What follows belongs to an exercise in optimizing a design on an open flow for small area and a short achievable clock period; a production flow would make more cautious choices.
Only simulation tests tie the RTL to the original design; equivalence was not proved.

==> flow/design.v (outline; a module is shown in full before it is edited, if it fits) <==
// module CSA_3_2: 10 lines
// module BOOTH_ENC: 10 lines
// module C42_4_2: 16 lines
// module C42N_4_2: 14 lines
// module HA_2_2: 9 lines
// module CPA_32: 267 lines
// module INC_18: 83 lines
// module conv1d: 2423 lines
module conv1d (
    input clk,
    input rst_n,
    input w_valid,
    input [47:0] w_in,
    input [15:0] x,
    input [15:0] b,
    output [31:0] y
);
  // ...
==> flow/flow/run.sh <==
#!/bin/bash
# The standard layout (the standard.sh, unchanged), with plain buf_1
# cells as the port buffers instead of the delay buffers that ORFS's
# buffer_ports picks by default.  standard.sh's full output goes to
# standard.log; ORFS writes each step's log under orfs/logs/.
export BUFFER_PORTS_ARGS="-buffer_cell sky130_fd_sc_hd__buf_1"
bash standard.sh > standard.log 2>&1
==> flow/standard.sh <==
#!/bin/bash
# synth_recipe.tcl (not shown) runs the flow's synth.tcl, then flattens the netlist and writes it again
# the make line also repeats each setting of config.mk as NAME=value (left out here)
make -C /OpenROAD-flow-scripts/flow DESIGN_CONFIG=/design/flow/config.mk WORK_HOME=/design/flow/orfs CLKGATE_MAP_FILE= SYNTH_SCRIPT=/design/flow/synth_recipe.tcl "${@:-finish}"
==> flow/config.mk <==
export PLATFORM = sky130hd
export DESIGN_NAME = conv1d
export DESIGN_NICKNAME = conv1d
export VERILOG_FILES = /design/flow/design.v
export SDC_FILE = /design/flow/constraint.sdc
export NUM_CORES = 4
export LEC_CHECK = 0
export CAP_MARGIN = 70
export CORE_MARGIN = 2
export CORE_UTILIZATION = 65
export PLACE_DENSITY = 0.75
export SETUP_SLACK_MARGIN = 5
export SLEW_MARGIN = 70
export SYNTH_HIERARCHICAL = 1
export SYNTH_MINIMUM_KEEP_SIZE = 0
==> flow/constraint.sdc <==
create_clock -name core_clock -period 10.0 [get_ports {clk}]
set_input_delay 2.0000 -clock core_clock [delete_from_list [all_inputs] [get_ports {clk}]]
set_output_delay 2.0000 -clock core_clock [all_outputs]
set_load 0.01 [all_outputs]
==> summary.md, run 1 <==
| Metric | Value |
|---|---|
| Outcome | timing/DRC/antenna clean |
| GR Util met2 | 50.93% |
| Post-DR wirelength/cell | 25.49 µm |
| Synth area leader | dfrtp_1 |
| CP Class | reg -> reg |
| R2R setup slack | 5.73 ns |
| Largest cell class by area | multi-input gates |
| Remaining DRCs | 0 |
| Period Utilization, post-route | between 40% and 50% |
| Routability Congestion | 0.9299 |
| PortBufs | 114 |
| Cell count after synthesis | 2266 |
| Clkbuf count | 70 |
| All-Layer GR Usage | 32.08% |
| DRT iter0 DRCs | ~2000 |
| Final Max Tran Viols | 0 |
| Bufs w/o clock | 182 |
| Met3 Usage GRT | 5.704% |
| Final Util | 71.97% |
| CP Capture Type | register |
| Post-Synth Adder-Cell Area | 29.61% |
| Antenna-violating nets left | 0 |
| Final period demand of the worst path | 4.271 ns |
| Reg2reg start | sc0_8 |
| Crit path depth | 11 |
| Detailed Routing Iterations Pass 1 | 6 |
| Antenna violations before repair | 0 |
| Grt peak-use layer | met2 |
==> module CPA_32, before the edit <==
module CPA_32 (
    input [31:0] a,
    input [31:0] b,
    output [31:0] s
);
  wire [31:0] p0 = a ^ b;
  wire [31:0] g0 = a & b;
  wire G0 = g0[1] | (p0[1] & g0[0]);
  wire G1 = g0[2] | (p0[2] & g0[1]);
  wire P1 = p0[2] & p0[1];
  wire G2 = g0[3] | (p0[3] & g0[2]);
  wire P2 = p0[3] & p0[2];
  wire G3 = g0[4] | (p0[4] & g0[3]);
  wire P3 = p0[4] & p0[3];
  wire G4 = g0[5] | (p0[5] & g0[4]);
  wire P4 = p0[5] & p0[4];
  wire G5 = g0[6] | (p0[6] & g0[5]);
  wire P5 = p0[6] & p0[5];
  wire G6 = g0[7] | (p0[7] & g0[6]);
  wire P6 = p0[7] & p0[6];
  wire G7 = g0[8] | (p0[8] & g0[7]);
  wire P7 = p0[8] & p0[7];
  wire G8 = g0[9] | (p0[9] & g0[8]);
  wire P8 = p0[9] & p0[8];
  wire G9 = g0[10] | (p0[10] & g0[9]);
  wire P9 = p0[10] & p0[9];
  wire G10 = g0[11] | (p0[11] & g0[10]);
  wire P10 = p0[11] & p0[10];
  wire G11 = g0[12] | (p0[12] & g0[11]);
  wire P11 = p0[12] & p0[11];
  wire G12 = g0[13] | (p0[13] & g0[12]);
  wire P12 = p0[13] & p0[12];
  wire G13 = g0[14] | (p0[14] & g0[13]);
  wire P13 = p0[14] & p0[13];
  wire G14 = g0[15] | (p0[15] & g0[14]);
  wire P14 = p0[15] & p0[14];
  wire G15 = g0[16] | (p0[16] & g0[15]);
  wire P15 = p0[16] & p0[15];
  wire G16 = g0[17] | (p0[17] & g0[16]);
  wire P16 = p0[17] & p0[16];
  wire G17 = g0[18] | (p0[18] & g0[17]);
  wire P17 = p0[18] & p0[17];
  wire G18 = g0[19] | (p0[19] & g0[18]);
  wire P18 = p0[19] & p0[18];
  wire G19 = g0[20] | (p0[20] & g0[19]);
  wire P19 = p0[20] & p0[19];
  wire G20 = g0[21] | (p0[21] & g0[20]);
  wire P20 = p0[21] & p0[20];
  wire G21 = g0[22] | (p0[22] & g0[21]);
  wire P21 = p0[22] & p0[21];
  wire G22 = g0[23] | (p0[23] & g0[22]);
  wire P22 = p0[23] & p0[22];
  wire G23 = g0[24] | (p0[24] & g0[23]);
  wire P23 = p0[24] & p0[23];
  wire G24 = g0[25] | (p0[25] & g0[24]);
  wire P24 = p0[25] & p0[24];
  wire G25 = g0[26] | (p0[26] & g0[25]);
  wire P25 = p0[26] & p0[25];
  wire G26 = g0[27] | (p0[27] & g0[26]);
  wire P26 = p0[27] & p0[26];
  wire G27 = g0[28] | (p0[28] & g0[27]);
  wire P27 = p0[28] & p0[27];
  wire G28 = g0[29] | (p0[29] & g0[28]);
  wire P28 = p0[29] & p0[28];
  wire G29 = g0[30] | (p0[30] & g0[29]);
  wire P29 = p0[30] & p0[29];
  wire G30 = g0[31] | (p0[31] & g0[30]);
  wire P30 = p0[31] & p0[30];
  wire G31 = G1 | (P1 & g0[0]);
  wire G32 = G2 | (P2 & G0);
  wire G33 = G3 | (P3 & G1);
  wire P33 = P3 & P1;
  wire G34 = G4 | (P4 & G2);
  wire P34 = P4 & P2;
  wire G35 = G5 | (P5 & G3);
  wire P35 = P5 & P3;
  wire G36 = G6 | (P6 & G4);
  wire P36 = P6 & P4;
  wire G37 = G7 | (P7 & G5);
  wire P37 = P7 & P5;
  wire G38 = G8 | (P8 & G6);
  wire P38 = P8 & P6;
  wire G39 = G9 | (P9 & G7);
  wire P39 = P9 & P7;
  wire G40 = G10 | (P10 & G8);
  wire P40 = P10 & P8;
  wire G41 = G11 | (P11 & G9);
  wire P41 = P11 & P9;
  wire G42 = G12 | (P12 & G10);
  wire P42 = P12 & P10;
  wire G43 = G13 | (P13 & G11);
  wire P43 = P13 & P11;
  wire G44 = G14 | (P14 & G12);
  wire P44 = P14 & P12;
  wire G45 = G15 | (P15 & G13);
  wire P45 = P15 & P13;
  wire G46 = G16 | (P16 & G14);
  wire P46 = P16 & P14;
  wire G47 = G17 | (P17 & G15);
  wire P47 = P17 & P15;
  wire G48 = G18 | (P18 & G16);
  wire P48 = P18 & P16;
  wire G49 = G19 | (P19 & G17);
  wire P49 = P19 & P17;
  wire G50 = G20 | (P20 & G18);
  wire P50 = P20 & P18;
  wire G51 = G21 | (P21 & G19);
  wire P51 = P21 & P19;
  wire G52 = G22 | (P22 & G20);
  wire P52 = P22 & P20;
  wire G53 = G23 | (P23 & G21);
  wire P53 = P23 & P21;
  wire G54 = G24 | (P24 & G22);
  wire P54 = P24 & P22;
  wire G55 = G25 | (P25 & G23);
  wire P55 = P25 & P23;
  wire G56 = G26 | (P26 & G24);
  wire P56 = P26 & P24;
  wire G57 = G27 | (P27 & G25);
  wire P57 = P27 & P25;
  wire G58 = G28 | (P28 & G26);
  wire P58 = P28 & P26;
  wire G59 = G29 | (P29 & G27);
  wire P59 = P29 & P27;
  wire G60 = G30 | (P30 & G28);
  wire P60 = P30 & P28;
  wire G61 = G33 | (P33 & g0[0]);
  wire G62 = G34 | (P34 & G0);
  wire G63 = G35 | (P35 & G31);
  wire G64 = G36 | (P36 & G32);
  wire G65 = G37 | (P37 & G33);
  wire P65 = P37 & P33;
  wire G66 = G38 | (P38 & G34);
  wire P66 = P38 & P34;
  wire G67 = G39 | (P39 & G35);
  wire P67 = P39 & P35;
  wire G68 = G40 | (P40 & G36);
  wire P68 = P40 & P36;
  wire G69 = G41 | (P41 & G37);
  wire P69 = P41 & P37;
  wire G70 = G42 | (P42 & G38);
  wire P70 = P42 & P38;
  wire G71 = G43 | (P43 & G39);
  wire P71 = P43 & P39;
  wire G72 = G44 | (P44 & G40);
  wire P72 = P44 & P40;
  wire G73 = G45 | (P45 & G41);
  wire P73 = P45 & P41;
  wire G74 = G46 | (P46 & G42);
  wire P74 = P46 & P42;
  wire G75 = G47 | (P47 & G43);
  wire P75 = P47 & P43;
  wire G76 = G48 | (P48 & G44);
  wire P76 = P48 & P44;
  wire G77 = G49 | (P49 & G45);
  wire P77 = P49 & P45;
  wire G78 = G50 | (P50 & G46);
  wire P78 = P50 & P46;
  wire G79 = G51 | (P51 & G47);
  wire P79 = P51 & P47;
  wire G80 = G52 | (P52 & G48);
  wire P80 = P52 & P48;
  wire G81 = G53 | (P53 & G49);
  wire P81 = P53 & P49;
  wire G82 = G54 | (P54 & G50);
  wire P82 = P54 & P50;
  wire G83 = G55 | (P55 & G51);
  wire P83 = P55 & P51;
  wire G84 = G56 | (P56 & G52);
  wire P84 = P56 & P52;
  wire G85 = G57 | (P57 & G53);
  wire P85 = P57 & P53;
  wire G86 = G58 | (P58 & G54);
  wire P86 = P58 & P54;
  wire G87 = G59 | (P59 & G55);
  wire P87 = P59 & P55;
  wire G88 = G60 | (P60 & G56);
  wire P88 = P60 & P56;
  wire G89 = G65 | (P65 & g0[0]);
  wire G90 = G66 | (P66 & G0);
  wire G91 = G67 | (P67 & G31);
  wire G92 = G68 | (P68 & G32);
  wire G93 = G69 | (P69 & G61);
  wire G94 = G70 | (P70 & G62);
  wire G95 = G71 | (P71 & G63);
  wire G96 = G72 | (P72 & G64);
  wire G97 = G73 | (P73 & G65);
  wire P97 = P73 & P65;
  wire G98 = G74 | (P74 & G66);
  wire P98 = P74 & P66;
  wire G99 = G75 | (P75 & G67);
  wire P99 = P75 & P67;
  wire G100 = G76 | (P76 & G68);
  wire P100 = P76 & P68;
  wire G101 = G77 | (P77 & G69);
  wire P101 = P77 & P69;
  wire G102 = G78 | (P78 & G70);
  wire P102 = P78 & P70;
  wire G103 = G79 | (P79 & G71);
  wire P103 = P79 & P71;
  wire G104 = G80 | (P80 & G72);
  wire P104 = P80 & P72;
  wire G105 = G81 | (P81 & G73);
  wire P105 = P81 & P73;
  wire G106 = G82 | (P82 & G74);
  wire P106 = P82 & P74;
  wire G107 = G83 | (P83 & G75);
  wire P107 = P83 & P75;
  wire G108 = G84 | (P84 & G76);
  wire P108 = P84 & P76;
  wire G109 = G85 | (P85 & G77);
  wire P109 = P85 & P77;
  wire G110 = G86 | (P86 & G78);
  wire P110 = P86 & P78;
  wire G111 = G87 | (P87 & G79);
  wire P111 = P87 & P79;
  wire G112 = G88 | (P88 & G80);
  wire P112 = P88 & P80;
  wire G113 = G97 | (P97 & g0[0]);
  wire G114 = G98 | (P98 & G0);
  wire G115 = G99 | (P99 & G31);
  wire G116 = G100 | (P100 & G32);
  wire G117 = G101 | (P101 & G61);
  wire G118 = G102 | (P102 & G62);
  wire G119 = G103 | (P103 & G63);
  wire G120 = G104 | (P104 & G64);
  wire G121 = G105 | (P105 & G89);
  wire G122 = G106 | (P106 & G90);
  wire G123 = G107 | (P107 & G91);
  wire G124 = G108 | (P108 & G92);
  wire G125 = G109 | (P109 & G93);
  wire G126 = G110 | (P110 & G94);
  wire G127 = G111 | (P111 & G95);
  wire G128 = G112 | (P112 & G96);
  assign s[0] = p0[0];
  assign s[1] = p0[1] ^ g0[0];
  assign s[2] = p0[2] ^ G0;
  assign s[3] = p0[3] ^ G31;
  assign s[4] = p0[4] ^ G32;
  assign s[5] = p0[5] ^ G61;
  assign s[6] = p0[6] ^ G62;
  assign s[7] = p0[7] ^ G63;
  assign s[8] = p0[8] ^ G64;
  assign s[9] = p0[9] ^ G89;
  assign s[10] = p0[10] ^ G90;
  assign s[11] = p0[11] ^ G91;
  assign s[12] = p0[12] ^ G92;
  assign s[13] = p0[13] ^ G93;
  assign s[14] = p0[14] ^ G94;
  assign s[15] = p0[15] ^ G95;
  assign s[16] = p0[16] ^ G96;
  assign s[17] = p0[17] ^ G113;
  assign s[18] = p0[18] ^ G114;
  assign s[19] = p0[19] ^ G115;
  assign s[20] = p0[20] ^ G116;
  assign s[21] = p0[21] ^ G117;
  assign s[22] = p0[22] ^ G118;
  assign s[23] = p0[23] ^ G119;
  assign s[24] = p0[24] ^ G120;
  assign s[25] = p0[25] ^ G121;
  assign s[26] = p0[26] ^ G122;
  assign s[27] = p0[27] ^ G123;
  assign s[28] = p0[28] ^ G124;
  assign s[29] = p0[29] ^ G125;
  assign s[30] = p0[30] ^ G126;
  assign s[31] = p0[31] ^ G127;
endmodule
==> run 2: changes to the inputs <==
--- a/flow/design.v
+++ b/flow/design.v
@@ -67,229 +67,162 @@
   wire [31:0] g0 = a & b;
-  wire G0 = g0[1] | (p0[1] & g0[0]);
-  wire G1 = g0[2] | (p0[2] & g0[1]);
-  wire P1 = p0[2] & p0[1];
-  wire G2 = g0[3] | (p0[3] & g0[2]);
-  wire P2 = p0[3] & p0[2];
-  wire G3 = g0[4] | (p0[4] & g0[3]);
-  wire P3 = p0[4] & p0[3];
-  wire G4 = g0[5] | (p0[5] & g0[4]);
-  wire P4 = p0[5] & p0[4];
-  wire G5 = g0[6] | (p0[6] & g0[5]);
-  wire P5 = p0[6] & p0[5];
-  wire G6 = g0[7] | (p0[7] & g0[6]);
-  wire P6 = p0[7] & p0[6];
-  wire G7 = g0[8] | (p0[8] & g0[7]);
-  wire P7 = p0[8] & p0[7];
-  wire G8 = g0[9] | (p0[9] & g0[8]);
-  wire P8 = p0[9] & p0[8];
-  wire G9 = g0[10] | (p0[10] & g0[9]);
-  wire P9 = p0[10] & p0[9];
-  wire G10 = g0[11] | (p0[11] & g0[10]);
-  wire P10 = p0[11] & p0[10];
-  wire G11 = g0[12] | (p0[12] & g0[11]);
-  wire P11 = p0[12] & p0[11];
-  wire G12 = g0[13] | (p0[13] & g0[12]);
-  wire P12 = p0[13] & p0[12];
-  wire G13 = g0[14] | (p0[14] & g0[13]);
-  wire P13 = p0[14] & p0[13];
-  wire G14 = g0[15] | (p0[15] & g0[14]);
-  wire P14 = p0[15] & p0[14];
-  wire G15 = g0[16] | (p0[16] & g0[15]);
-  wire P15 = p0[16] & p0[15];
-  wire G16 = g0[17] | (p0[17] & g0[16]);
-  wire P16 = p0[17] & p0[16];
-  wire G17 = g0[18] | (p0[18] & g0[17]);
-  wire P17 = p0[18] & p0[17];
-  wire G18 = g0[19] | (p0[19] & g0[18]);
-  wire P18 = p0[19] & p0[18];
-  wire G19 = g0[20] | (p0[20] & g0[19]);
-  wire P19 = p0[20] & p0[19];
-  wire G20 = g0[21] | (p0[21] & g0[20]);
-  wire P20 = p0[21] & p0[20];
-  wire G21 = g0[22] | (p0[22] & g0[21]);
-  wire P21 = p0[22] & p0[21];
-  wire G22 = g0[23] | (p0[23] & g0[22]);
-  wire P22 = p0[23] & p0[22];
-  wire G23 = g0[24] | (p0[24] & g0[23]);
-  wire P23 = p0[24] & p0[23];
-  wire G24 = g0[25] | (p0[25] & g0[24]);
-  wire P24 = p0[25] & p0[24];
-  wire G25 = g0[26] | (p0[26] & g0[25]);
-  wire P25 = p0[26] & p0[25];
-  wire G26 = g0[27] | (p0[27] & g0[26]);
-  wire P26 = p0[27] & p0[26];
-  wire G27 = g0[28] | (p0[28] & g0[27]);
-  wire P27 = p0[28] & p0[27];
-  wire G28 = g0[29] | (p0[29] & g0[28]);
-  wire P28 = p0[29] & p0[28];
-  wire G29 = g0[30] | (p0[30] & g0[29]);
-  wire P29 = p0[30] & p0[29];
-  wire G30 = g0[31] | (p0[31] & g0[30]);
-  wire P30 = p0[31] & p0[30];
-  wire G31 = G1 | (P1 & g0[0]);
-  wire G32 = G2 | (P2 & G0);
-  wire G33 = G3 | (P3 & G1);
-  wire P33 = P3 & P1;
-  wire G34 = G4 | (P4 & G2);
-  wire P34 = P4 & P2;
-  wire G35 = G5 | (P5 & G3);
-  wire P35 = P5 & P3;
-  wire G36 = G6 | (P6 & G4);
-  wire P36 = P6 & P4;
-  wire G37 = G7 | (P7 & G5);
-  wire P37 = P7 & P5;
-  wire G38 = G8 | (P8 & G6);
-  wire P38 = P8 & P6;
-  wire G39 = G9 | (P9 & G7);
-  wire P39 = P9 & P7;
-  wire G40 = G10 | (P10 & G8);
-  wire P40 = P10 & P8;
-  wire G41 = G11 | (P11 & G9);
-  wire P41 = P11 & P9;
-  wire G42 = G12 | (P12 & G10);
-  wire P42 = P12 & P10;
-  wire G43 = G13 | (P13 & G11);
-  wire P43 = P13 & P11;
-  wire G44 = G14 | (P14 & G12);
-  wire P44 = P14 & P12;
-  wire G45 = G15 | (P15 & G13);
-  wire P45 = P15 & P13;
-  wire G46 = G16 | (P16 & G14);
-  wire P46 = P16 & P14;
-  wire G47 = G17 | (P17 & G15);
-  wire P47 = P17 & P15;
-  wire G48 = G18 | (P18 & G16);
-  wire P48 = P18 & P16;
-  wire G49 = G19 | (P19 & G17);
-  wire P49 = P19 & P17;
-  wire G50 = G20 | (P20 & G18);
-  wire P50 = P20 & P18;
-  wire G51 = G21 | (P21 & G19);
-  wire P51 = P21 & P19;
-  wire G52 = G22 | (P22 & G20);
-  wire P52 = P22 & P20;
-  wire G53 = G23 | (P23 & G21);
-  wire P53 = P23 & P21;
-  wire G54 = G24 | (P24 & G22);
-  wire P54 = P24 & P22;
-  wire G55 = G25 | (P25 & G23);
-  wire P55 = P25 & P23;
-  wire G56 = G26 | (P26 & G24);
-  wire P56 = P26 & P24;
-  wire G57 = G27 | (P27 & G25);
-  wire P57 = P27 & P25;
-  wire G58 = G28 | (P28 & G26);
-  wire P58 = P28 & P26;
-  wire G59 = G29 | (P29 & G27);
-  wire P59 = P29 & P27;
-  wire G60 = G30 | (P30 & G28);
-  wire P60 = P30 & P28;
-  wire G61 = G33 | (P33 & g0[0]);
-  wire G62 = G34 | (P34 & G0);
-  wire G63 = G35 | (P35 & G31);
-  wire G64 = G36 | (P36 & G32);
-  wire G65 = G37 | (P37 & G33);
-  wire P65 = P37 & P33;
-  wire G66 = G38 | (P38 & G34);
-  wire P66 = P38 & P34;
-  wire G67 = G39 | (P39 & G35);
-  wire P67 = P39 & P35;
-  wire G68 = G40 | (P40 & G36);
-  wire P68 = P40 & P36;
-  wire G69 = G41 | (P41 & G37);
-  wire P69 = P41 & P37;
-  wire G70 = G42 | (P42 & G38);
-  wire P70 = P42 & P38;
-  wire G71 = G43 | (P43 & G39);
-  wire P71 = P43 & P39;
-  wire G72 = G44 | (P44 & G40);
-  wire P72 = P44 & P40;
-  wire G73 = G45 | (P45 & G41);
-  wire P73 = P45 & P41;
-  wire G74 = G46 | (P46 & G42);
-  wire P74 = P46 & P42;
-  wire G75 = G47 | (P47 & G43);
-  wire P75 = P47 & P43;
-  wire G76 = G48 | (P48 & G44);
-  wire P76 = P48 & P44;
-  wire G77 = G49 | (P49 & G45);
-  wire P77 = P49 & P45;
-  wire G78 = G50 | (P50 & G46);
-  wire P78 = P50 & P46;
-  wire G79 = G51 | (P51 & G47);
-  wire P79 = P51 & P47;
-  wire G80 = G52 | (P52 & G48);
-  wire P80 = P52 & P48;
-  wire G81 = G53 | (P53 & G49);
-  wire P81 = P53 & P49;
-  wire G82 = G54 | (P54 & G50);
-  wire P82 = P54 & P50;
-  wire G83 = G55 | (P55 & G51);
-  wire P83 = P55 & P51;
-  wire G84 = G56 | (P56 & G52);
-  wire P84 = P56 & P52;
-  wire G85 = G57 | (P57 & G53);
-  wire P85 = P57 & P53;
-  wire G86 = G58 | (P58 & G54);
-  wire P86 = P58 & P54;
-  wire G87 = G59 | (P59 & G55);
-  wire P87 = P59 & P55;
-  wire G88 = G60 | (P60 & G56);
-  wire P88 = P60 & P56;
-  wire G89 = G65 | (P65 & g0[0]);
-  wire G90 = G66 | (P66 & G0);
-  wire G91 = G67 | (P67 & G31);
-  wire G92 = G68 | (P68 & G32);
-  wire G93 = G69 | (P69 & G61);
-  wire G94 = G70 | (P70 & G62);
-  wire G95 = G71 | (P71 & G63);
-  wire G96 = G72 | (P72 & G64);
-  wire G97 = G73 | (P73 & G65);
-  wire P97 = P73 & P65;
-  wire G98 = G74 | (P74 & G66);
-  wire P98 = P74 & P66;
-  wire G99 = G75 | (P75 & G67);
-  wire P99 = P75 & P67;
-  wire G100 = G76 | (P76 & G68);
-  wire P100 = P76 & P68;
-  wire G101 = G77 | (P77 & G69);
-  wire P101 = P77 & P69;
-  wire G102 = G78 | (P78 & G70);
-  wire P102 = P78 & P70;
-  wire G103 = G79 | (P79 & G71);
-  wire P103 = P79 & P71;
-  wire G104 = G80 | (P80 & G72);
-  wire P104 = P80 & P72;
-  wire G105 = G81 | (P81 & G73);
-  wire P105 = P81 & P73;
-  wire G106 = G82 | (P82 & G74);
-  wire P106 = P82 & P74;
-  wire G107 = G83 | (P83 & G75);
-  wire P107 = P83 & P75;
-  wire G108 = G84 | (P84 & G76);
-  wire P108 = P84 & P76;
-  wire G109 = G85 | (P85 & G77);
-  wire P109 = P85 & P77;
-  wire G110 = G86 | (P86 & G78);
-  wire P110 = P86 & P78;
-  wire G111 = G87 | (P87 & G79);
-  wire P111 = P87 & P79;
-  wire G112 = G88 | (P88 & G80);
-  wire P112 = P88 & P80;
-  wire G113 = G97 | (P97 & g0[0]);
-  wire G114 = G98 | (P98 & G0);
-  wire G115 = G99 | (P99 & G31);
-  wire G116 = G100 | (P100 & G32);
-  wire G117 = G101 | (P101 & G61);
-  wire G118 = G102 | (P102 & G62);
-  wire G119 = G103 | (P103 & G63);
-  wire G120 = G104 | (P104 & G64);
-  wire G121 = G105 | (P105 & G89);
-  wire G122 = G106 | (P106 & G90);
-  wire G123 = G107 | (P107 & G91);
-  wire G124 = G108 | (P108 & G92);
-  wire G125 = G109 | (P109 & G93);
-  wire G126 = G110 | (P110 & G94);
-  wire G127 = G111 | (P111 & G95);
-  wire G128 = G112 | (P112 & G96);
+  wire G0;
+  GO_1 u_go0 (.gh(g0[1]), .ph(p0[1]), .gl(g0[0]), .g(G0));
+  wire G1, P1;
+  GP_1 u_gp1 (.gh(g0[3]), .ph(p0[3]), .gl(g0[2]), .pl(p0[2]), .g(G1), .p(P1));
+  wire G2, P2;
+  GP_1 u_gp2 (.gh(g0[5]), .ph(p0[5]), .gl(g0[4]), .pl(p0[4]), .g(G2), .p(P2));
+  wire G3, P3;
+  GP_1 u_gp3 (.gh(g0[7]), .ph(p0[7]), .gl(g0[6]), .pl(p0[6]), .g(G3), .p(P3));
+  wire G4, P4;
+  GP_1 u_gp4 (.gh(g0[9]), .ph(p0[9]), .gl(g0[8]), .pl(p0[8]), .g(G4), .p(P4));
+  wire G5, P5;
+  GP_1 u_gp5 (.gh(g0[11]), .ph(p0[11]), .gl(g0[10]), .pl(p0[10]), .g(G5), .p(P5));
+  wire G6, P6;
+  GP_1 u_gp6 (.gh(g0[13]), .ph(p0[13]), .gl(g0[12]), .pl(p0[12]), .g(G6), .p(P6));
+  wire G7, P7;
+  GP_1 u_gp7 (.gh(g0[15]), .ph(p0[15]), .gl(g0[14]), .pl(p0[14]), .g(G7), .p(P7));
+  wire G8, P8;
+  GP_1 u_gp8 (.gh(g0[17]), .ph(p0[17]), .gl(g0[16]), .pl(p0[16]), .g(G8), .p(P8));
+  wire G9, P9;
+  GP_1 u_gp9 (.gh(g0[19]), .ph(p0[19]), .gl(g0[18]), .pl(p0[18]), .g(G9), .p(P9));
+  wire G10, P10;
+  GP_1 u_gp10 (.gh(g0[21]), .ph(p0[21]), .gl(g0[20]), .pl(p0[20]), .g(G10), .p(P10));
+  wire G11, P11;
+  GP_1 u_gp11 (.gh(g0[23]), .ph(p0[23]), .gl(g0[22]), .pl(p0[22]), .g(G11), .p(P11));
+  wire G12, P12;
+  GP_1 u_gp12 (.gh(g0[25]), .ph(p0[25]), .gl(g0[24]), .pl(p0[24]), .g(G12), .p(P12));
+  wire G13, P13;
+  GP_1 u_gp13 (.gh(g0[27]), .ph(p0[27]), .gl(g0[26]), .pl(p0[26]), .g(G13), .p(P13));
+  wire G14, P14;
+  GP_1 u_gp14 (.gh(g0[29]), .ph(p0[29]), .gl(g0[28]), .pl(p0[28]), .g(G14), .p(P14));
+  wire G15, P15;
+  GP_1 u_gp15 (.gh(g0[31]), .ph(p0[31]), .gl(g0[30]), .pl(p0[30]), .g(G15), .p(P15));
+  wire G16;
+  GO_1 u_go16 (.gh(g0[2]), .ph(p0[2]), .gl(G0), .g(G16));
+  wire G17;
+  GO_1 u_go17 (.gh(G1), .ph(P1), .gl(G0), .g(G17));
+  wire G18, P18;
+  GP_1 u_gp18 (.gh(g0[6]), .ph(p0[6]), .gl(G2), .pl(P2), .g(G18), .p(P18));
+  wire G19, P19;
+  GP_1 u_gp19 (.gh(G3), .ph(P3), .gl(G2), .pl(P2), .g(G19), .p(P19));
+  wire G20, P20;
+  GP_1 u_gp20 (.gh(g0[10]), .ph(p0[10]), .gl(G4), .pl(P4), .g(G20), .p(P20));
+  wire G21, P21;
+  GP_1 u_gp21 (.gh(G5), .ph(P5), .gl(G4), .pl(P4), .g(G21), .p(P21));
+  wire G22, P22;
+  GP_1 u_gp22 (.gh(g0[14]), .ph(p0[14]), .gl(G6), .pl(P6), .g(G22), .p(P22));
+  wire G23, P23;
+  GP_1 u_gp23 (.gh(G7), .ph(P7), .gl(G6), .pl(P6), .g(G23), .p(P23));
+  wire G24, P24;
+  GP_1 u_gp24 (.gh(g0[18]), .ph(p0[18]), .gl(G8), .pl(P8), .g(G24), .p(P24));
+  wire G25, P25;
+  GP_1 u_gp25 (.gh(G9), .ph(P9), .gl(G8), .pl(P8), .g(G25), .p(P25));
+  wire G26, P26;
+  GP_1 u_gp26 (.gh(g0[22]), .ph(p0[22]), .gl(G10), .pl(P10), .g(G26), .p(P26));
+  wire G27, P27;
+  GP_1 u_gp27 (.gh(G11), .ph(P11), .gl(G10), .pl(P10), .g(G27), .p(P27));
+  wire G28, P28;
+  GP_1 u_gp28 (.gh(g0[26]), .ph(p0[26]), .gl(G12), .pl(P12), .g(G28), .p(P28));
+  wire G29, P29;
+  GP_1 u_gp29 (.gh(G13), .ph(P13), .gl(G12), .pl(P12), .g(G29), .p(P29));
+  wire G30, P30;
+  GP_1 u_gp30 (.gh(g0[30]), .ph(p0[30]), .gl(G14), .pl(P14), .g(G30), .p(P30));
+  wire G31, P31;
+  GP_1 u_gp31 (.gh(G15), .ph(P15), .gl(G14), .pl(P14), .g(G31), .p(P31));
+  wire G32;
+  GO_1 u_go32 (.gh(g0[4]), .ph(p0[4]), .gl(G17), .g(G32));
+  wire G33;
+  GO_1 u_go33 (.gh(G2), .ph(P2), .gl(G17), .g(G33));
+  wire G34;
+  GO_1 u_go34 (.gh(G18), .ph(P18), .gl(G17), .g(G34));
+  wire G35;
+  GO_1 u_go35 (.gh(G19), .ph(P19), .gl(G17), .g(G35));
+  wire G36, P36;
+  GP_1 u_gp36 (.gh(g0[12]), .ph(p0[12]), .gl(G21), .pl(P21), .g(G36), .p(P36));
+  wire G37, P37;
+  GP_1 u_gp37 (.gh(G6), .ph(P6), .gl(G21), .pl(P21), .g(G37), .p(P37));
+  wire G38, P38;
+  GP_1 u_gp38 (.gh(G22), .ph(P22), .gl(G21), .pl(P21), .g(G38), .p(P38));
+  wire G39, P39;
+  GP_1 u_gp39 (.gh(G23), .ph(P23), .gl(G21), .pl(P21), .g(G39), .p(P39));
+  wire G40, P40;
+  GP_1 u_gp40 (.gh(g0[20]), .ph(p0[20]), .gl(G25), .pl(P25), .g(G40), .p(P40));
+  wire G41, P41;
+  GP_1 u_gp41 (.gh(G10), .ph(P10), .gl(G25), .pl(P25), .g(G41), .p(P41));
+  wire G42, P42;
+  GP_1 u_gp42 (.gh(G26), .ph(P26), .gl(G25), .pl(P25), .g(G42), .p(P42));
+  wire G43, P43;
+  GP_1 u_gp43 (.gh(G27), .ph(P27), .gl(G25), .pl(P25), .g(G43), .p(P43));
+  wire G44, P44;
+  GP_1 u_gp44 (.gh(g0[28]), .ph(p0[28]), .gl(G29), .pl(P29), .g(G44), .p(P44));
+  wire G45, P45;
+  GP_1 u_gp45 (.gh(G14), .ph(P14), .gl(G29), .pl(P29), .g(G45), .p(P45));
+  wire G46, P46;
+  GP_1 u_gp46 (.gh(G30), .ph(P30), .gl(G29), .pl(P29), .g(G46), .p(P46));
+  wire G47, P47;
+  GP_1 u_gp47 (.gh(G31), .ph(P31), .gl(G29), .pl(P29), .g(G47), .p(P47));
+  wire G48;
+  GO_1 u_go48 (.gh(g0[8]), .ph(p0[8]), .gl(G35), .g(G48));
+  wire G49;
+  GO_1 u_go49 (.gh(G4), .ph(P4), .gl(G35), .g(G49));
+  wire G50;
+  GO_1 u_go50 (.gh(G20), .ph(P20), .gl(G35), .g(G50));
+  wire G51;
+  GO_1 u_go51 (.gh(G21), .ph(P21), .gl(G35), .g(G51));
+  wire G52;
+  GO_1 u_go52 (.gh(G36), .ph(P36), .gl(G35), .g(G52));
+  wire G53;
+  GO_1 u_go53 (.gh(G37), .ph(P37), .gl(G35), .g(G53));
+  wire G54;
+  GO_1 u_go54 (.gh(G38), .ph(P38), .gl(G35), .g(G54));
+  wire G55;
+  GO_1 u_go55 (.gh(G39), .ph(P39), .gl(G35), .g(G55));
+  wire G56, P56;
+  GP_1 u_gp56 (.gh(g0[24]), .ph(p0[24]), .gl(G43), .pl(P43), .g(G56), .p(P56));
+  wire G57, P57;
+  GP_1 u_gp57 (.gh(G12), .ph(P12), .gl(G43), .pl(P43), .g(G57), .p(P57));
+  wire G58, P58;
+  GP_1 u_gp58 (.gh(G28), .ph(P28), .gl(G43), .pl(P43), .g(G58), .p(P58));
+  wire G59, P59;
+  GP_1 u_gp59 (.gh(G29), .ph(P29), .gl(G43), .pl(P43), .g(G59), .p(P59));
+  wire G60, P60;
+  GP_1 u_gp60 (.gh(G44), .ph(P44), .gl(G43), .pl(P43), .g(G60), .p(P60));
+  wire G61, P61;
+  GP_1 u_gp61 (.gh(G45), .ph(P45), .gl(G43), .pl(P43), .g(G61), .p(P61));
+  wire G62, P62;
+  GP_1 u_gp62 (.gh(G46), .ph(P46), .gl(G43), .pl(P43), .g(G62), .p(P62));
+  wire G63, P63;
+  GP_1 u_gp63 (.gh(G47), .ph(P47), .gl(G43), .pl(P43), .g(G63), .p(P63));
+  wire G64;
+  GO_1 u_go64 (.gh(g0[16]), .ph(p0[16]), .gl(G55), .g(G64));
+  wire G65;
+  GO_1 u_go65 (.gh(G8), .ph(P8), .gl(G55), .g(G65));
+  wire G66;
+  GO_1 u_go66 (.gh(G24), .ph(P24), .gl(G55), .g(G66));
+  wire G67;
+  GO_1 u_go67 (.gh(G25), .ph(P25), .gl(G55), .g(G67));
+  wire G68;
+  GO_1 u_go68 (.gh(G40), .ph(P40), .gl(G55), .g(G68));
+  wire G69;
+  GO_1 u_go69 (.gh(G41), .ph(P41), .gl(G55), .g(G69));
+  wire G70;
+  GO_1 u_go70 (.gh(G42), .ph(P42), .gl(G55), .g(G70));
+  wire G71;
+  GO_1 u_go71 (.gh(G43), .ph(P43), .gl(G55), .g(G71));
+  wire G72;
+  GO_1 u_go72 (.gh(G56), .ph(P56), .gl(G55), .g(G72));
+  wire G73;
+  GO_1 u_go73 (.gh(G57), .ph(P57), .gl(G55), .g(G73));
+  wire G74;
+  GO_1 u_go74 (.gh(G58), .ph(P58), .gl(G55), .g(G74));
+  wire G75;
+  GO_1 u_go75 (.gh(G59), .ph(P59), .gl(G55), .g(G75));
+  wire G76;
+  GO_1 u_go76 (.gh(G60), .ph(P60), .gl(G55), .g(G76));
+  wire G77;
+  GO_1 u_go77 (.gh(G61), .ph(P61), .gl(G55), .g(G77));
+  wire G78;
+  GO_1 u_go78 (.gh(G62), .ph(P62), .gl(G55), .g(G78));
+  wire G79;
+  GO_1 u_go79 (.gh(G63), .ph(P63), .gl(G55), .g(G79));
   assign s[0] = p0[0];
@@ -297,31 +230,38 @@
   assign s[2] = p0[2] ^ G0;
-  assign s[3] = p0[3] ^ G31;
-  assign s[4] = p0[4] ^ G32;
-  assign s[5] = p0[5] ^ G61;
-  assign s[6] = p0[6] ^ G62;
-  assign s[7] = p0[7] ^ G63;
-  assign s[8] = p0[8] ^ G64;
-  assign s[9] = p0[9] ^ G89;
-  assign s[10] = p0[10] ^ G90;
-  assign s[11] = p0[11] ^ G91;
-  assign s[12] = p0[12] ^ G92;
-  assign s[13] = p0[13] ^ G93;
-  assign s[14] = p0[14] ^ G94;
-  assign s[15] = p0[15] ^ G95;
-  assign s[16] = p0[16] ^ G96;
-  assign s[17] = p0[17] ^ G113;
-  assign s[18] = p0[18] ^ G114;
-  assign s[19] = p0[19] ^ G115;
-  assign s[20] = p0[20] ^ G116;
-  assign s[21] = p0[21] ^ G117;
-  assign s[22] = p0[22] ^ G118;
-  assign s[23] = p0[23] ^ G119;
-  assign s[24] = p0[24] ^ G120;
-  assign s[25] = p0[25] ^ G121;
-  assign s[26] = p0[26] ^ G122;
-  assign s[27] = p0[27] ^ G123;
-  assign s[28] = p0[28] ^ G124;
-  assign s[29] = p0[29] ^ G125;
-  assign s[30] = p0[30] ^ G126;
-  assign s[31] = p0[31] ^ G127;
+  assign s[3] = p0[3] ^ G16;
+  assign s[4] = p0[4] ^ G17;
+  assign s[5] = p0[5] ^ G32;
+  assign s[6] = p0[6] ^ G33;
+  assign s[7] = p0[7] ^ G34;
+  assign s[8] = p0[8] ^ G35;
+  assign s[9] = p0[9] ^ G48;
+  assign s[10] = p0[10] ^ G49;
+  assign s[11] = p0[11] ^ G50;
+  assign s[12] = p0[12] ^ G51;
+  assign s[13] = p0[13] ^ G52;
+  assign s[14] = p0[14] ^ G53;
+  assign s[15] = p0[15] ^ G54;
+  assign s[16] = p0[16] ^ G55;
+  assign s[17] = p0[17] ^ G64;
+  assign s[18] = p0[18] ^ G65;
+  assign s[19] = p0[19] ^ G66;
+  assign s[20] = p0[20] ^ G67;
+  assign s[21] = p0[21] ^ G68;
+  assign s[22] = p0[22] ^ G69;
+  assign s[23] = p0[23] ^ G70;
+  assign s[24] = p0[24] ^ G71;
+  assign s[25] = p0[25] ^ G72;
+  assign s[26] = p0[26] ^ G73;
+  assign s[27] = p0[27] ^ G74;
+  assign s[28] = p0[28] ^ G75;
+  assign s[29] = p0[29] ^ G76;
+  assign s[30] = p0[30] ^ G77;
+  assign s[31] = p0[31] ^ G78;
+endmodule
+module GP_1 (input gh, input ph, input gl, input pl, output g, output p);
+  assign g = gh | (ph & gl);
+  assign p = ph & pl;
+endmodule
+module GO_1 (input gh, input ph, input gl, output g);
+  assign g = gh | (ph & gl);
 endmodule
--- a/flow/config.mk
+++ b/flow/config.mk
@@ -7,8 +7,10 @@
 export LEC_CHECK = 0
-export CAP_MARGIN = 70
+export CAP_MARGIN = 75
 export CORE_MARGIN = 2
 export CORE_UTILIZATION = 65
+export CTS_CLUSTER_DIAMETER = 100
+export CTS_CLUSTER_SIZE = 30
 export PLACE_DENSITY = 0.75
 export SETUP_SLACK_MARGIN = 5
-export SLEW_MARGIN = 70
+export SLEW_MARGIN = 75
 export SYNTH_HIERARCHICAL = 1
==> summary.md, run 2 <==
| Metric | Value |
|---|---|
| Post-route setup TNS | 0 ns |
| Die Width | ~220 µm |
| Outcome | timing/DRC/antenna clean |
| Cell Area, Synth | about 30000 µm² |
| Top post-synthesis cells by area | dfrtp_1 35%, fa_1 25%, xnor2_1 11%, a22oi_1 8.4%, ha_1 4.3% |
| CTS Buffer Depth | 3 |
| Fillers | 3091 |
| Cts repair resizes | 0 |
| Setup WS pre-CTS | around 5.6 ns |
| Area Growth Syn to Fin | 7.090% |
| PortBufs | 114 (unchanged) |
| Hold buffers post-CTS | 0 |
| Unrepaired setup endpoints after global routing | no |
| Most common cell after layout, fill and taps aside | dfrtp_1 |
| FFs w/ async S/R, synth | 96.59% |
| Antenna violations before repair | 0 (unchanged) |
| Hold Vio Cnt, Final | 0 |
| Clock transition at path regs | ~0.11 ns |
| CTS tree | built |
| Commonest cells post-synth | 427 x dfrtp_1, 384 x fa_1, 384 x xnor2_1 |
| Post-synthesis cell type count | 26 |
| # rows | 79 |
| Total gr overflow | 0 |
| Cell count after synthesis | 2230 (-1.6%) |
| Total core area | about 46000 µm² |
| Multi-input gate area | ~18000 µm² |
| Most frequent cells in the layout | 389 x dfrtp_1, 384 x xnor2_1, 384 x fa_1 |
| Crit path DAT | 4.28 ns |
| Post-DP HPWL | 49.09 mm |
| Crit path max fanout | 20 |
| First-pass GRT wire length | 113.3 mm |
| Initial core utilization | 65.47% |
| Via count | approximately 18000 |
| Full die area | 48330 µm² |
| Top-count cell post-synth | dfrtp_1 |
| Mean post-synth cell area | 13.58 µm² |
| Largest net degree at the start of global routing | 50 |
| Critical Path Start Type | register |
| Max Clk Rate | 0.2601 GHz |
| YS warnings | 7 |
| Final Util | 70.11% (-1.9 points) |
| Worst Hold Class | reg -> reg |
| All-Layer GR Usage | 30.78% (-1.3 points) |
| Total wire length | 71.19 mm |
| R2R setup slack | 6.16 ns (+0.43 ns) |
| Maxcap violations | 0 |
| Max FFs per register | 32 |
| Post-DR wirelength/cell | 25.02 µm (-1.9%) |
| CP Capture Type | register |
| CTS root buf | clkbuf_16 |
| Synth area leader | dfrtp_1 |
| Routability Congestion | 0.8720 (-6.2%) |
| Most flops, register | yr |
| Ratio of cells with drive above 1 in the final layout | around an eighth |
| Vias/cell | 6.366 |
| Antenna Cells | 0 |
| Clock sink count | 469 |
| Clk latency of the worst-skew pair | 0.56 ns |
| Period Utilization, post-route | 38.44% (-4.3 points) |
| DRT iter0 DRCs | 1952 (+0.41%) |
| Synth top area share | approximately a third |
| EDFF count, synth | 0 |
| # IOs | 115 |
| Clock Skews | 0.02266 ns |
| Remaining DRCs | 0 (unchanged) |
| CP Class | reg -> reg |
| Required @ worst endpoint | 10.43 ns |
| Die Height | about 220 µm |
| Nets@finish | 2795 |
| Top Registers | yr (32), br (17) |
| Storage cell area | 11820 µm² |
| Final setup viols | 0 |
| Final period demand of the worst path | 3.844 ns (-0.4266 ns) |
| Number of synthesized register bits | 469 |
| CTS H-tree depth | 1 |
| Antenna-violating nets left | 0 (unchanged) |
| Num CTS Buffers | 20 |
| Vias in the first global route | 19800 |
| Top FF cell, synth | dfrtp_1 |
| Final Max Tran Viols | 0 (unchanged) |
| Slack of the critical path | 6.156 ns |
| Post-CTS Setup Inserts | 0 |
| Register area share after synthesis | 38.60% |
| Detailed Routing Iterations Pass 1 | 7 (+1) |
## run 2: cell types whose count changed after synthesis, sizes merged, moves of 4 or more
cell and delta:
nor2 -10, nand3 -9, nor3 -4, a21oi -30
xor2 +15, clkbuf -4, a21o +61, nand2 -21
and2 +43, o21ai -16, o31ai -4, xnor2 -15
## run 2: stage by stage
step	std cells	hold slack (ns)	area [µm²]
final	2846	0.3444	32430
after global routing	2846	0.3545	32430
after CTS	2845	0.3498	32370
after detailed placement	2809	0.3347	31760
after global placement	2773	0.3314	30820
after floorplan	2233	0.3312	30300
## run 2: worst max-delay path, stage by stage, from the launching register on
cell	delay, ns
dfrtp_2	0.42
buf_8	0.19
fa_1	0.45
fa_1	0.52
fa_1	0.41
ha_1	0.33
a21o_1	0.20
a21o_1	0.18
a21o_2	0.27
a21o_4	0.31
a21o_1	0.22
xor3_1	0.18
## run 2: per-module statistics from Yosys, one instance, submodules excluded
module / cells / flip-flops and latches
HA_2_2: 1 / 0
CPA_32: 63 / 0
BOOTH_ENC: 5 / 0
CSA_3_2: 1 / 0
conv1d: 1553 / 469
GO_1: 1 / 0
GP_1: 2 / 0
## run 2: layout make-up
class	count	share of cell area, %
Timing Repair Buffer	193	4.919
Inverter	3	0.03472
Clock buffer	31	1.736
Multi-Input combinational cell	1538	54.37
Clock inverter	5	0.1505
Sequential cell	469	36.45
Tap cell	607	2.342
## run 2: layer usage
metal / global-route usage [%] / routed length (µm) / part of all wire [%] / up-vias
li1: - / - / - / 7469
met1: 43.82 / 29130 / 41 / 9508
met2: 49.30 / 34290 / 48 / 953
met3: 4.679 / 5742 / 8.1 / 188
met4: 10.11 / 2030 / 2.9 / 0
met5: 0 / 0 / 0 / -
## run 2: kinds of logic after synthesis
| logic type | after synthesis | synth area share, % |
|---|---|---|
| compound gates | 467 | 11.84 |
| flops | 469 | 38.60 |
| simple gates | 85 | 1.492 |
| buf+inv | 226 | 3.470 |
| other cells | 1 | 0.01238 |
| fa+ha+maj | 487 | 29.64 |
| xor+xnor | 447 | 12.98 |
| mux | 48 | 1.971 |
## run 2: final timing paths
path,start,endpoint,depth (start not counted)
setup / recovery,dneg[2],yr[31],11
hold / removal,ac1_22,a21_22,0
setup reg to reg,dneg[2],yr[31],11
hold reg to reg,ac1_22,a21_22,0
max in group asynchronous,rst_n,a20_17,6
min in group asynchronous,rst_n,yr[25],1

[port drivers added, routing unchanged]
The flow's constraints put no driver on any port. The routed layouts listed below were extracted and timed again, unchanged, in two steps. Step 1: set_driving_cell puts a clkbuf_16 on clk and a buf_2 on each other input, an assumption about the parent block. Step 2 moves the port delays by t, midway between the first and last clock arrival at a register: inputs arrive t later, outputs are due t later. That takes back most of the time a late clock gives input paths. a / b / c = no drivers / after step 1 / after step 2; a / b = the first two.
run	shift t [ns]	setup slack, ns	worst hold slack (ns)	latest minus earliest clock arrival (ns)	slew at the worst register clock pin (ns)
run 1	0.649	5.729 / 5.729 / 5.621	0.337 / 0.337 / 0.337	0.025 / 0.026	0.07 / 0.07
run 2	0.614	6.156 / 6.156 / 5.644	0.344 / 0.344 / 0.344	0.024 / 0.024	0.12 / 0.12
After both steps every run listed still meets setup and hold. The setup slack of run 2, which loses most, moves by 0.000 ns with the drivers and by -0.512 ns with both steps.
